What follows belongs to an exercise in optimizing a design on an open flow for small area; a production flow would make more cautious choices. RTL that was checked went through simulation tests only; none was proved equivalent to the original. Power figures rest on the tool's default switching activity, not on a simulated workload.

==> flow/design.v <==
`timescale 1ns/1ps
module lidar_system_top (
    input  wire clk,
    input  wire rst,
    input  wire rx,
    output wire tx,
    output wire [15:0] dbg_max_idx,
    output wire [15:0] dbg_min_idx,
    output wire [15:0] dbg_max_dist,
    output wire [15:0] dbg_min_dist,
    output wire [15:0] dbg_obs_alert,
    output wire [15:0] dbg_max_angle,
    output wire [15:0] dbg_min_angle,
    output wire        dbg_angle_done
);
    localparam [15:0] K36 = 16'd36000;
    localparam [15:0] K29 = 16'd29536;           
    reg  [7:0] pre;
    wire       ptick = (pre == 8'd216);
    always @(posedge clk) pre <= (rst || ptick) ? 8'd0 : pre + 8'd1;
    reg  [3:0] ph;
    always @(posedge clk) ph <= rst ? 4'd0 : ph + 4'd1;
    wire p0  = (ph == 4'd0);
    wire p15 = (ph == 4'd15);
    reg        rxs;
    reg        rbusy;
    reg  [3:0] rqb;
    reg  [1:0] rqq;
    reg        rpend;
    wire rsamp = ptick && rbusy && (rqq == 2'b01);
    always @(posedge clk) rxs <= rx;
    always @(posedge clk) begin
        if (rst) rbusy <= 1'b0;
        else if (ptick) begin
            if (!rbusy) rbusy <= !rxs;
            else if (rsamp && (rqb == 4'd9)) rbusy <= 1'b0;
        end
    end
    always @(posedge clk) begin
        if (!rbusy) begin
            rqq <= 2'b00;
            rqb <= 4'd0;
        end else if (ptick) begin
            rqq <= {rqq[0], ~rqq[1]};
            if (rqq == 2'b10) rqb <= rqb + 4'd1;
        end
    end
    localparam [3:0] J_IDLE = 4'd0, J_RXBIT = 4'd1, J_COPY = 4'd2, J_ADJ = 4'd3,
                     J_SPAN = 4'd4, J_ADD36 = 4'd5, J_SHIFT = 4'd6, J_CMP = 4'd7,
                     J_SAMP = 4'd8;
    localparam [3:0] P_H1 = 4'd0, P_H2 = 4'd1, P_CT = 4'd2, P_F0 = 4'd3, P_F1 = 4'd4,
                     P_L0 = 4'd5, P_L1 = 4'd6, P_S0 = 4'd7, P_S1 = 4'd8;
    reg  [3:0] js;
    reg  [3:0] st;
    reg  [7:0] ct;
    reg  [7:0] idx;
    reg [15:0] rsh, acc, delta;
    reg        c, ge, sub, neg, gt, lt;
    reg        done;
    reg [15:0] max_dist, min_dist, max_angle, min_angle, obs;
    reg  [7:0] max_idx, min_idx;
    wire op_rxbit = (js == J_RXBIT);
    wire op_copy  = (js == J_COPY);
    wire op_adj   = (js == J_ADJ);
    wire op_span  = (js == J_SPAN);
    wire op_add36 = (js == J_ADD36);
    wire op_shift = (js == J_SHIFT);
    wire op_cmp   = (js == J_CMP);
    wire op_samp  = (js == J_SAMP);
    wire [7:0] byte_in = {rsh[0], rsh[15:9]};
    wire [7:0] idx_inc = idx + 8'd1;
    wire       is_last = (idx_inc == ct);
    wire       first   = (idx == 8'd0);
    wire       last    = (st == P_H1);            
    wire       pow2 = (ct != 8'd0) && ((ct & (ct - 8'd1)) == 8'd0);
    wire [2:0] kk   = pow2 ? {|ct[7:4], ct[7] | ct[6] | ct[3] | ct[2], ct[7] | ct[5] | ct[3] | ct[1]}
                           : 3'd0;
    wire       doshift = (idx[2:0] != kk);
    wire k36b = K36[ph];
    wire k29b = K29[ph];
    wire cin  = p0 ? op_span : c;
    wire fa_a = (op_copy || op_span) ? rsh[0] : op_add36 ? delta[0] : acc[0];
    wire fa_b = op_adj ? k29b : op_span ? ~acc[0] : op_add36 ? k36b : op_samp ? delta[0] : 1'b0;
    wire sum  = fa_a ^ fa_b ^ cin;
    wire cout = (fa_a & fa_b) | (cin & (fa_a ^ fa_b));
    wire ge_new = (sum != k36b) ? sum : (p0 | ge);    
    wire gt_new = (rsh[0] != max_dist[0]) ? rsh[0]       : (!p0 & gt);
    wire lt_new = (rsh[0] != min_dist[0]) ? min_dist[0]  : (!p0 & lt);
    wire max_angle_in = gt ? acc[0] : max_angle[0];
    wire min_angle_in = lt ? acc[0] : min_angle[0];
    always @(posedge clk) begin
        c  <= cout;
        ge <= ge_new;
        rsh   <= {op_rxbit ? (p15 ? rxs : rsh[1]) : rsh[0], rsh[15:1]};
        acc   <= {(op_samp && last) ? max_angle_in : (op_copy || op_adj || op_samp) ? sum : acc[0],
                  acc[15:1]};
        delta <= {(op_samp && last) ? min_angle_in : (op_span || op_add36) ? sum :
                  (op_shift && doshift) ? (p15 ? neg : delta[1]) : delta[0], delta[15:1]};
        if (op_cmp) begin
            gt <= gt_new | (p15 & first);
            lt <= lt_new | (p15 & first);
        end
    end
    always @(posedge clk) begin
        if (rst) begin
            st    <= P_H1;
            js    <= J_IDLE;
            rpend <= 1'b0;
            done  <= 1'b0;
        end else begin
            if (rsamp && (rqb != 4'd0)) rpend <= 1'b1;
            done <= 1'b0;
            if (p15) begin
                case (js)
                    J_IDLE: if (rpend) begin
                        rpend <= 1'b0;
                        if (rbusy) js <= J_RXBIT;
                        else begin
                            case (st)
                                P_H1: if (byte_in == 8'h55) st <= P_H2;
                                P_H2: if (byte_in == 8'hAA) st <= P_CT;
                                      else if (byte_in != 8'h55) st <= P_H1;
                                P_CT: st <= P_F0;
                                P_F0: st <= P_F1;
                                P_F1: begin st <= P_L0; js <= J_COPY; end
                                P_L0: st <= P_L1;
                                P_L1: begin st <= P_S0; js <= J_SPAN; end
                                P_S0: st <= P_S1;
                                P_S1: begin st <= is_last ? P_H1 : P_S0; js <= J_CMP; end
                                default: st <= P_H1;
                            endcase
                        end
                    end
                    J_SPAN:  js <= cout ? J_SHIFT : J_ADD36;
                    J_ADD36: js <= J_SHIFT;
                    J_SHIFT: if (!doshift) js <= sub ? J_ADJ : J_IDLE;
                    J_CMP:   js <= J_SAMP;
                    J_SAMP:  begin
                        js   <= (!last && !sub && (cout || neg || ge_new)) ? J_ADJ : J_IDLE;
                        done <= last;
                    end
                    default: js <= J_IDLE;
                endcase
            end
        end
    end
    always @(posedge clk) begin
        if (p15 && js == J_IDLE && rpend && !rbusy && st == P_CT) ct <= byte_in;
        if (p15 && op_copy) sub <= ge_new;
        if (p15 && op_adj)  sub <= 1'b1;
        if (p15 && op_span && cout) neg <= 1'b0;
        if (p15 && op_add36) neg <= ~cout;
        if (p15 && js == J_IDLE && st == P_L1) idx <= 8'd0;
        else if (op_shift && p15) idx <= doshift ? idx_inc : 8'd0;
        else if (op_samp && (p0 || (last && idx[7:4] == 4'd0))) idx <= idx_inc;
        if (op_samp && idx[7:4] == 4'd0) begin
            if (p0) obs <= {~|rsh[15:10], obs[15:1]};
            else if (last) obs <= {1'b0, obs[15:1]};
        end
        if (op_samp && p0) begin
            if (gt) max_idx <= idx;
            if (lt) min_idx <= idx;
        end
        if (op_cmp || op_samp) begin
            max_dist <= {(op_samp && gt) ? rsh[0] : max_dist[0], max_dist[15:1]};
            min_dist <= {(op_samp && lt) ? rsh[0] : min_dist[0], min_dist[15:1]};
        end
        if (op_samp) begin
            max_angle <= {max_angle_in, max_angle[15:1]};
            min_angle <= {min_angle_in, min_angle[15:1]};
        end
    end
    reg       tact;
    reg [1:0] tbyte;
    reg [3:0] tbit;
    reg [1:0] tq;
    wire      tend = ptick && (tbit == 4'd8) && (tq == 2'b10);
    always @(posedge clk) begin
        if (rst) tact <= 1'b0;
        else if (done) tact <= 1'b1;
        else if (tend && (tbyte == 2'd3)) tact <= 1'b0;
    end
    always @(posedge clk) begin
        if (!tact) begin
            tbit  <= 4'd14;
            tq    <= 2'b10;
            tbyte <= 2'd0;
        end else if (tend) begin
            tbit  <= 4'd15;
            tq    <= 2'b00;
            tbyte <= tbyte + 2'd1;
        end else if (ptick) begin
            tq <= {tq[0], ~tq[1]};
            if (tq == 2'b10) tbit <= tbit + 4'd1;
        end
    end
    reg        tnext, tcur;
    wire [3:0] tnidx = {tbyte[0], tbit[2:0] + 3'd1};
    always @(posedge clk) begin
        if (ph == tnidx) tnext <= tbyte[1] ? delta[0] : acc[0];
        if (ptick && tq == 2'b10) tcur <= tnext;
    end
    assign tx = ~tact | (tbit[3] ? ~&tbit[2:0] : tcur);
    assign dbg_max_idx    = {8'd0, max_idx};
    assign dbg_min_idx    = {8'd0, min_idx};
    assign dbg_max_dist   = max_dist;
    assign dbg_min_dist   = min_dist;
    assign dbg_obs_alert  = obs;
    assign dbg_max_angle  = max_angle;
    assign dbg_min_angle  = min_angle;
    assign dbg_angle_done = done;
endmodule
export LEC_CHECK = 0
export ABC_AREA = 1
export CAP_MARGIN = 20
export CORE_MARGIN = 2
export CORE_UTILIZATION = 40
export PLACE_DENSITY = 0.6
export SLEW_MARGIN = 20
create_clock -name core_clock -period 10.0 [get_ports {clk}]
standard.sh (not shown) runs the stock make flow with config.mk's settings and CLKGATE_MAP_FILE= SYNTH_SCRIPT=/design/flow/synth_recipe.tcl, a recipe that flattens the netlist after the stock synthesis.
==> flow/flow/run.sh <==
#!/bin/bash
# Standard synthesis, then the standard ORFS steps with two changes:
#  - port buffers use sky130_fd_sc_hd__buf_1
#  - clock tree: small buffers and sink clusters, no dummy loads
set -euo pipefail
bash standard.sh synth > synth.log 2>&1
export BUFFER_PORTS_ARGS="-buffer_cell sky130_fd_sc_hd__buf_1"
export CTS_ARGS="-sink_clustering_enable -repair_clock_nets -dont_use_dummy_load -buf_list sky130_fd_sc_hd__clkbuf_4 -root_buf sky130_fd_sc_hd__clkbuf_8 -sink_clustering_size 10 -sink_clustering_max_diameter 40"
bash standard.sh finish > finish.log 2>&1
The baseline completed without violations.
==> next run, changes <==
--- a/flow/design.v
+++ b/flow/design.v
@@ -24,26 +24,20 @@
     wire p15 = (ph == 4'd15);
     reg        rxs;
     reg        rbusy;
-    reg  [3:0] rqb;
-    reg  [1:0] rqq;
+    reg  [5:0] rq;
     reg        rpend;
-    wire rsamp = ptick && rbusy && (rqq == 2'b01);
+    wire rsamp = ptick && rbusy && (rq[1:0] == 2'd1);
     always @(posedge clk) rxs <= rx;
     always @(posedge clk) begin
         if (rst) rbusy <= 1'b0;
         else if (ptick) begin
             if (!rbusy) rbusy <= !rxs;
-            else if (rsamp && (rqb == 4'd9)) rbusy <= 1'b0;
-        end
-    end
-    always @(posedge clk) begin
-        if (!rbusy) begin
-            rqq <= 2'b00;
-            rqb <= 4'd0;
-        end else if (ptick) begin
-            rqq <= {rqq[0], ~rqq[1]};
-            if (rqq == 2'b10) rqb <= rqb + 4'd1;
-        end
+            else if (rsamp && (rq[5:2] == 4'd9)) rbusy <= 1'b0;
+        end
+    end
+    always @(posedge clk) begin
+        if (!rbusy) rq <= 6'd0;
+        else if (ptick) rq <= rq + 6'd1;
     end
     localparam [3:0] J_IDLE = 4'd0, J_RXBIT = 4'd1, J_COPY = 4'd2, J_ADJ = 4'd3,
                      J_SPAN = 4'd4, J_ADD36 = 4'd5, J_SHIFT = 4'd6, J_CMP = 4'd7,
@@ -108,7 +102,7 @@
             rpend <= 1'b0;
             done  <= 1'b0;
         end else begin
-            if (rsamp && (rqb != 4'd0)) rpend <= 1'b1;
+            if (rsamp && (rq[5:2] != 4'd0)) rpend <= 1'b1;
             done <= 1'b0;
             if (p15) begin
                 case (js)
@@ -174,7 +168,7 @@
     reg [1:0] tbyte;
     reg [3:0] tbit;
     reg [1:0] tq;
-    wire      tend = ptick && (tbit == 4'd8) && (tq == 2'b10);
+    wire      tend = ptick && (tbit == 4'd8) && (tq == 2'd3);
     always @(posedge clk) begin
         if (rst) tact <= 1'b0;
         else if (done) tact <= 1'b1;
@@ -183,22 +177,21 @@
     always @(posedge clk) begin
         if (!tact) begin
             tbit  <= 4'd14;
-            tq    <= 2'b10;
+            tq    <= 2'd3;
             tbyte <= 2'd0;
         end else if (tend) begin
             tbit  <= 4'd15;
-            tq    <= 2'b00;
+            tq    <= 2'd0;
             tbyte <= tbyte + 2'd1;
         end else if (ptick) begin
-            tq <= {tq[0], ~tq[1]};
-            if (tq == 2'b10) tbit <= tbit + 4'd1;
+            {tbit, tq} <= {tbit, tq} + 6'd1;
         end
     end
     reg        tnext, tcur;
     wire [3:0] tnidx = {tbyte[0], tbit[2:0] + 3'd1};
     always @(posedge clk) begin
         if (ph == tnidx) tnext <= tbyte[1] ? delta[0] : acc[0];
-        if (ptick && tq == 2'b10) tcur <= tnext;
+        if (ptick && tq == 2'd3) tcur <= tnext;
     end
     assign tx = ~tact | (tbit[3] ? ~&tbit[2:0] : tcur);
     assign dbg_max_idx    = {8'd0, max_idx};
Non-clock buffer count is unchanged.
Clock power falls by about 1%.
Cell area hardly moves.
Global-route usage rises by 0.33 points.
Maximum frequency falls by 2.5%.
Worst hold slack loses 0.030 ns.
No functional check of the RTL was part of the second run of this note.

-- what the ideal ports hide --
No port has a modelled driver above. Below, the same layouts with a new extraction and two added sets of constraints. Step 1 (the two cells are an assumption about what drives the block):
set clk [get_ports {clk}]
set_driving_cell -lib_cell sky130_fd_sc_hd__clkbuf_16 $clk
set_driving_cell -lib_cell sky130_fd_sc_hd__buf_2 [delete_from_list [all_inputs] $clk]
Step 2 moves the port delays by t, midway between the first and last clock arrival at a register: inputs arrive t later, outputs are due t later. That takes back most of the time a late clock gives input paths. a / b / c = ideal ports / drivers / drivers and shift; a / b = the first two.
run | t (ns) | setup slack, ns | hold WS [ns] | slew at the worst register clock pin (ns) | cell pins on the clock port's net
the first run | 0.539 | 6.485 / 6.448 / 6.956 | 0.307 / 0.307 / 0.307 | 0.10 / 0.10 | 1
the second run | 0.539 | 6.393 / 6.354 / 6.839 | 0.276 / 0.276 / 0.276 | 0.10 / 0.10 | 1
After both steps every run listed still meets setup and hold.
